Context: an optimization exercise on an open-source flow, tuned for small area. The choices shown serve that exercise and are no tape-out recipe. Only simulation tests tie the RTL to the original design; equivalence was not proved. Power is estimated from default activity; no workload was simulated.

==> flow/design.v <==
module fifo_router (
    input            clock,
    input            resetn,
    input            write_enb,
    input            soft_reset,
    input            read_enb,
    input      [7:0] data_in,
    output           empty,
    output           full,
    output     [7:0] data_out
);
    reg [7:0] mem [0:15];
    reg [4:0] count;
    reg       out_vld;
    assign empty = (count == 5'd0);
    assign full  = count[4];
    wire push = write_enb & ~full;
    wire pop  = read_enb & ~empty;
    wire [127:0] mem_flat;
    genvar g;
    generate
        for (g = 0; g < 16; g = g + 1) begin : flat
            assign mem_flat[g*8 +: 8] = mem[g];
        end
    endgenerate
    fifo_rdmux rdmux (.d(mem_flat), .sel(count[3:0]), .en(out_vld), .y(data_out));
    wire up = push & ~pop;
    wire dn = pop & ~push;
    wire [4:0] tog;
    assign tog[0] = up | dn;
    assign tog[1] = (up & count[0]) | (dn & ~count[0]);
    assign tog[2] = (up & &count[1:0]) | (dn & ~|count[1:0]);
    assign tog[3] = (up & &count[2:0]) | (dn & ~|count[2:0]);
    assign tog[4] = (up & &count[3:0]) | (dn & ~|count[3:0]);
    always @(posedge clock) begin
        if (!resetn || soft_reset)
            count <= 5'd0;
        else
            count <= count ^ tog;
    end
    always @(posedge clock) begin
        if (!resetn || soft_reset)
            out_vld <= 1'b0;
        else
            out_vld <= pop & ~(|data_out);
    end
    integer i;
    always @(posedge clock) begin
        if (push) begin
            mem[0] <= data_in;
            for (i = 1; i < 16; i = i + 1)
                mem[i] <= mem[i - 1];
        end
    end
endmodule
module fifo_rdmux (
    input  [127:0] d,
    input  [3:0]   sel,
    input          en,
    output [7:0]   y
);
    assign y = en ? d[sel*8 +: 8] : 8'h00;
endmodule
module router_sync (
    input      clock,
    input      resetn,
    input      vld,
    input      read_enb,
    output     soft_reset
);
    reg [4:0] count;
    assign soft_reset = (count == 5'b10000);
    always @(posedge clock) begin
        if (!resetn || !vld || read_enb)
            count <= 5'd0;
        else
            count <= {count[3:0], ~(count[4] ^ count[2]) ^ (&count[3:0])};
    end
endmodule
module router_reg (
    input            clock,
    input            resetn,
    input            pkt_valid,
    input      [7:0] data_in,
    input            fifo_full,
    input            detect_add,
    input            ld_state,
    input            laf_state,
    input            rst_int_reg,
    output reg       parity_done,
    output reg       low_pkt_valid,
    output reg       error,
    output reg [7:0] dout
);
    reg [7:0] full_byte, parity;
    wire ld_ok   = ld_state & ~fifo_full;
    wire par_in  = (ld_ok & ~pkt_valid) | (laf_state & low_pkt_valid);
    always @(posedge clock)
        if (ld_state && fifo_full)
            full_byte <= data_in;
    always @(posedge clock) begin
        if (!resetn)
            dout <= 8'h00;
        else if (ld_ok)
            dout <= data_in;
        else if (laf_state)
            dout <= full_byte;
    end
    always @(posedge clock) begin
        if (detect_add)
            parity <= data_in;
        else if (ld_ok || par_in)
            parity <= parity ^ data_in;
    end
    always @(posedge clock) begin
        if (!resetn || detect_add || rst_int_reg)
            parity_done <= 1'b0;
        else if (par_in)
            parity_done <= 1'b1;
    end
    always @(posedge clock) begin
        if (!resetn)
            low_pkt_valid <= 1'b0;
        else if (ld_state && !pkt_valid)
            low_pkt_valid <= 1'b1;
    end
    always @(posedge clock) begin
        if (!resetn)
            error <= 1'b0;
        else
            error <= parity_done & (|parity);
    end
endmodule
module router_fsm (
    input        clock,
    input        resetn,
    input        pkt_valid,
    input        parity_done,
    input  [2:0] soft_reset,
    input        low_pkt_valid,
    input  [2:0] fifo_empty,
    input  [2:0] fifo_full_n,
    input  [1:0] data_in,
    output       busy,
    output       detect_add,
    output       ld_state,
    output       laf_state,
    output       rst_int_reg,
    output       fifo_full,
    output [2:0] write_enb
);
    localparam DECODE_ADDRESS = 3'd5;
    localparam LOAD_FIRST_DATA = 3'd1;
    localparam LOAD_DATA = 3'd2;
    localparam FIFO_FULL_STATE = 3'd3;
    localparam LOAD_AFTER_FULL = 3'd7;
    localparam LOAD_PARITY = 3'd6;
    localparam CHECK_PARITY_ERROR = 3'd4;
    localparam WAIT_TILL_EMPTY = 3'd0;
    reg [2:0] state, next_state;
    reg [1:0] addr;
    wire addr_empty = (addr == 2'd0) ? fifo_empty[0] :
                      (addr == 2'd1) ? fifo_empty[1] :
                      (addr == 2'd2) ? fifo_empty[2] : 1'b0;
    assign fifo_full = (addr == 2'd0) ? fifo_full_n[0] :
                       (addr == 2'd1) ? fifo_full_n[1] :
                       (addr == 2'd2) ? fifo_full_n[2] : 1'b0;
    wire addr_sr    = (addr == 2'd0) ? soft_reset[0] :
                      (addr == 2'd1) ? soft_reset[1] :
                      (addr == 2'd2) ? soft_reset[2] : 1'b0;
    wire in_empty   = (data_in == 2'd0) ? fifo_empty[0] :
                      (data_in == 2'd1) ? fifo_empty[1] : fifo_empty[2];
    assign detect_add  = (state == DECODE_ADDRESS);
    assign ld_state    = (state == LOAD_DATA);
    assign laf_state   = (state == LOAD_AFTER_FULL);
    assign rst_int_reg = (state == CHECK_PARITY_ERROR);
    assign busy        = !(detect_add || ld_state);
    wire write_enb_reg = ld_state || laf_state || (state == LOAD_PARITY);
    always @(posedge clock)
        if (detect_add)
            addr <= data_in;
    reg write_d;
    always @(posedge clock)
        write_d <= write_enb_reg;
    assign write_enb[0] = write_d && addr == 2'd0;
    assign write_enb[1] = write_d && addr == 2'd1;
    assign write_enb[2] = write_d && addr == 2'd2;
    always @(posedge clock) begin
        if (!resetn || addr_sr)
            state <= DECODE_ADDRESS;
        else
            state <= next_state;
    end
    always @(*) begin
        case (state)
            DECODE_ADDRESS:
                if (pkt_valid && data_in != 2'b11)
                    next_state = in_empty ? LOAD_FIRST_DATA : WAIT_TILL_EMPTY;
                else
                    next_state = DECODE_ADDRESS;
            LOAD_FIRST_DATA:
                next_state = LOAD_DATA;
            LOAD_DATA:
                if (fifo_full)
                    next_state = FIFO_FULL_STATE;
                else if (!pkt_valid)
                    next_state = LOAD_PARITY;
                else
                    next_state = LOAD_DATA;
            FIFO_FULL_STATE:
                next_state = fifo_full ? FIFO_FULL_STATE : LOAD_AFTER_FULL;
            LOAD_AFTER_FULL:
                next_state = low_pkt_valid ? LOAD_PARITY : LOAD_DATA;
            LOAD_PARITY:
                next_state = CHECK_PARITY_ERROR;
            CHECK_PARITY_ERROR:
                next_state = fifo_full ? CHECK_PARITY_ERROR : DECODE_ADDRESS;
            default:  
                next_state = addr_empty ? LOAD_FIRST_DATA : WAIT_TILL_EMPTY;
        endcase
    end
endmodule
module router_top (
    input           clock,
    input           resetn,
    input           read_enb_0,
    input           read_enb_1,
    input           read_enb_2,
    input           pkt_valid,
    input  [7:0]    data_in,
    output          valid_out_0,
    output          valid_out_1,
    output          valid_out_2,
    output          error,
    output          busy,
    output [7:0]    data_out_0,
    output [7:0]    data_out_1,
    output [7:0]    data_out_2
);
    wire       fifo_full, detect_add, ld_state, laf_state, rst_int_reg;
    wire       parity_done, low_pkt_valid;
    wire [7:0] dout;
    wire [2:0] write_enb;
    wire [2:0] empty, full, soft_reset;
    assign valid_out_0 = ~empty[0];
    assign valid_out_1 = ~empty[1];
    assign valid_out_2 = ~empty[2];
    router_reg register (
        .clock(clock), .resetn(resetn), .pkt_valid(pkt_valid), .data_in(data_in),
        .fifo_full(fifo_full), .detect_add(detect_add), .ld_state(ld_state),
        .laf_state(laf_state), .rst_int_reg(rst_int_reg), .parity_done(parity_done),
        .low_pkt_valid(low_pkt_valid), .error(error), .dout(dout));
    router_fsm fsm (
        .clock(clock), .resetn(resetn), .pkt_valid(pkt_valid), .parity_done(parity_done),
        .soft_reset(soft_reset), .low_pkt_valid(low_pkt_valid), .fifo_empty(empty),
        .fifo_full_n(full), .data_in(data_in[1:0]), .busy(busy), .detect_add(detect_add),
        .ld_state(ld_state), .laf_state(laf_state), .rst_int_reg(rst_int_reg),
        .fifo_full(fifo_full), .write_enb(write_enb));
    router_sync sync_0 (.clock(clock), .resetn(resetn), .vld(~empty[0]), .read_enb(read_enb_0), .soft_reset(soft_reset[0]));
    router_sync sync_1 (.clock(clock), .resetn(resetn), .vld(~empty[1]), .read_enb(read_enb_1), .soft_reset(soft_reset[1]));
    router_sync sync_2 (.clock(clock), .resetn(resetn), .vld(~empty[2]), .read_enb(read_enb_2), .soft_reset(soft_reset[2]));
    fifo_router fifo_0 (.clock(clock), .resetn(resetn), .write_enb(write_enb[0]), .soft_reset(soft_reset[0]),
        .read_enb(read_enb_0), .data_in(dout), .empty(empty[0]), .full(full[0]), .data_out(data_out_0));
    fifo_router fifo_1 (.clock(clock), .resetn(resetn), .write_enb(write_enb[1]), .soft_reset(soft_reset[1]),
        .read_enb(read_enb_1), .data_in(dout), .empty(empty[1]), .full(full[1]), .data_out(data_out_1));
    fifo_router fifo_2 (.clock(clock), .resetn(resetn), .write_enb(write_enb[2]), .soft_reset(soft_reset[2]),
        .read_enb(read_enb_2), .data_in(dout), .empty(empty[2]), .full(full[2]), .data_out(data_out_2));
endmodule
Settings: LEC_CHECK=0, ABC_AREA=0, CAP_MARGIN=0, CORE_MARGIN=2, CORE_UTILIZATION=60, GPL_ROUTABILITY_DRIVEN=0, GPL_TIMING_DRIVEN=0, PLACE_DENSITY=0.75, SLEW_MARGIN=0; clock period 5.0 ns.
standard.sh (not shown) runs the stock make flow with config.mk's settings and CLKGATE_MAP_FILE= SYNTH_SCRIPT=/design/flow/synth_recipe.tcl, a recipe that flattens the netlist after the stock synthesis.
==> flow/flow/run.sh <==
#!/bin/bash
# The standard layout with three changes:
#  - synthesis replaces the FIFO read multiplexer module (fifo_rdmux) with the
#    gate-level version in flow/fifo_rdmux_gates.v (same function, made by
#    gen/gen_rdmux.py), and ABC maps the rest with flow/abc_amap.script;
#    registers are mapped exactly as in the standard synthesis;
#  - port buffers are plain buf_1 cells;
#  - the clock tree uses clkbuf_8 buffers in small clusters, without dummy loads.
# Each tool's output goes to a log file here; ORFS keeps its own logs under orfs/logs.
set -uo pipefail
HERE=$PWD

# Synthesis script: synth_recipe.tcl with ORFS's synth.tcl replaced by a copy
# that reads the gate-level multiplexer over the RTL one and maps the
# combinational logic with an area-oriented ABC script (flow/abc_amap.script).
sed -e 's|^read_checkpoint \$::env(RESULTS_DIR)/1_1_yosys_canonicalize.rtlil$|&\nread_verilog -overwrite '"$HERE"'/flow/fifo_rdmux_gates.v|' \
    -e 's|^  log_cmd abc {\*}\$abc_args$|  set abc_args [lreplace $abc_args 1 1 '"$HERE"'/flow/abc_amap.script]\n&|' \
    "$FLOW_HOME/scripts/synth.tcl" > "$HERE/flow_synth.tcl"
if ! grep -q 'fifo_rdmux_gates.v' "$HERE/flow_synth.tcl" || ! grep -q 'abc_amap.script' "$HERE/flow_synth.tcl"; then
    echo "run.sh: could not patch synth.tcl" >&2
    exit 1
fi
sed 's|^source \$::env(SCRIPTS_DIR)/synth.tcl$|source '"$HERE"'/flow_synth.tcl|' synth_recipe.tcl > "$HERE/flow_synth_recipe.tcl"
if ! grep -q "flow_synth.tcl" "$HERE/flow_synth_recipe.tcl"; then
    echo "run.sh: could not patch synth_recipe.tcl" >&2
    exit 1
fi
sed 's|SYNTH_SCRIPT=[^ ]*synth_recipe.tcl|SYNTH_SCRIPT='"$HERE"'/flow_synth_recipe.tcl|' standard.sh > "$HERE/flow_standard.sh"
if ! grep -q "flow_synth_recipe.tcl" "$HERE/flow_standard.sh"; then
    echo "run.sh: could not patch standard.sh" >&2
    exit 1
fi

export BUFFER_PORTS_ARGS="-buffer_cell sky130_fd_sc_hd__buf_1"
export CTS_ARGS="-sink_clustering_enable -repair_clock_nets -dont_use_dummy_load -buf_list sky130_fd_sc_hd__clkbuf_8 -sink_clustering_size 20 -sink_clustering_max_diameter 70"
bash "$HERE/flow_standard.sh" > "$HERE/flow_standard.log" 2>&1
Other scripts of this flow, unchanged in this note and not shown: flow/flow/abc_amap.script, flow/flow/fifo_rdmux_gates.v
Rerun with:
--- a/flow/flow/run.sh
+++ b/flow/flow/run.sh
@@ -33,4 +33,4 @@
 
 export BUFFER_PORTS_ARGS="-buffer_cell sky130_fd_sc_hd__buf_1"
-export CTS_ARGS="-sink_clustering_enable -repair_clock_nets -dont_use_dummy_load -buf_list sky130_fd_sc_hd__clkbuf_8 -sink_clustering_size 20 -sink_clustering_max_diameter 70"
+export CTS_ARGS="-sink_clustering_enable -repair_clock_nets -dont_use_dummy_load -buf_list sky130_fd_sc_hd__clkbuf_8 -sink_clustering_size 18 -sink_clustering_max_diameter 70"
 bash "$HERE/flow_standard.sh" > "$HERE/flow_standard.log" 2>&1
- CORE_UTILIZATION: 60 -> 40
- GPL_ROUTABILITY_DRIVEN: 0 -> not set
- GPL_TIMING_DRIVEN: 0 -> not set
- PLACE_DENSITY: 0.75 -> not set
=> The changed run passed the timing, design-rule and antenna checks. Routed wire length grows by a few percent. Total power grows slightly. Final area shrinks slightly. Register-to-register slack is worse by 100 ps. First-iteration DRC count shrinks by about a fifth. Sequential cell count is unchanged. Count of clock-buffer cells in the layout grows by 6. Hold slack is worse by 22 ps. Non-clock buffer count shrinks by 16. Utilization shrinks by 22 points.
Rerun with:
--- a/flow/flow/run.sh
+++ b/flow/flow/run.sh
@@ -33,4 +33,4 @@
 
 export BUFFER_PORTS_ARGS="-buffer_cell sky130_fd_sc_hd__buf_1"
-export CTS_ARGS="-sink_clustering_enable -repair_clock_nets -dont_use_dummy_load -buf_list sky130_fd_sc_hd__clkbuf_8 -sink_clustering_size 18 -sink_clustering_max_diameter 70"
+export CTS_ARGS="-sink_clustering_enable -repair_clock_nets -dont_use_dummy_load -buf_list sky130_fd_sc_hd__clkbuf_8 -sink_clustering_size 20 -sink_clustering_max_diameter 70"
 bash "$HERE/flow_standard.sh" > "$HERE/flow_standard.log" 2>&1
- CORE_UTILIZATION: 40 -> 60
- PLACE_DENSITY: not set -> 0.75
- The changed run went through all stages and came out clean
- wire length fell by 8.4%
- die area is lower by 33%
- utilization rises by 20 points
- area after synthesis does not change
- via count rose by 1.1%
- global-route usage climbs by 5.2 points
- flip-flop and latch count is unchanged
Rerun with:
- CORE_UTILIZATION: 60 -> 70
- PLACE_DENSITY: 0.75 -> 0.85
Effect: Area after synthesis is unchanged; clock power hardly moves; utilization rose by 11 points; sequential cell count stays the same; worst setup slack got worse by 7.9 ps; via count grows by about 2.6%; die area drops by 14%; hold slack is better by 11 ps.

## port drivers added, routing unchanged
The results above use ideal ports. As a check the final layouts listed here were re-extracted and re-timed, cells and wires unchanged.
Step 1: set_driving_cell puts a clkbuf_16 on clock and a buf_2 on each other input, an assumption about the parent block.
Step 2 times the ports against the registers' clock, not the clock port: input delays grow and output delays shrink by t, the midpoint of the rising clock arrivals with the driver on.
Slacks: no drivers / after step 1 / after step 2; pairs: no drivers / after step 1.
run	t (ns)	setup slack, ns	hold slack, ns	worst setup path at the end	latest minus earliest clock arrival (ns)
the first run	0.625	1.330 / 1.287 / 1.912	0.412 / 0.412 / 0.412	register to output	0.044 / 0.044
the second run	0.609	1.337 / 1.289 / 1.898	0.389 / 0.389 / 0.389	register to output	0.109 / 0.110
the third run	0.625	1.389 / 1.344 / 1.970	0.435 / 0.435 / 0.435	register to output	0.034 / 0.033
the fourth run	0.610	1.381 / 1.336 / 1.946	0.447 / 0.447 / 0.447	register to output	0.044 / 0.044
After both steps every run listed still meets setup and hold.
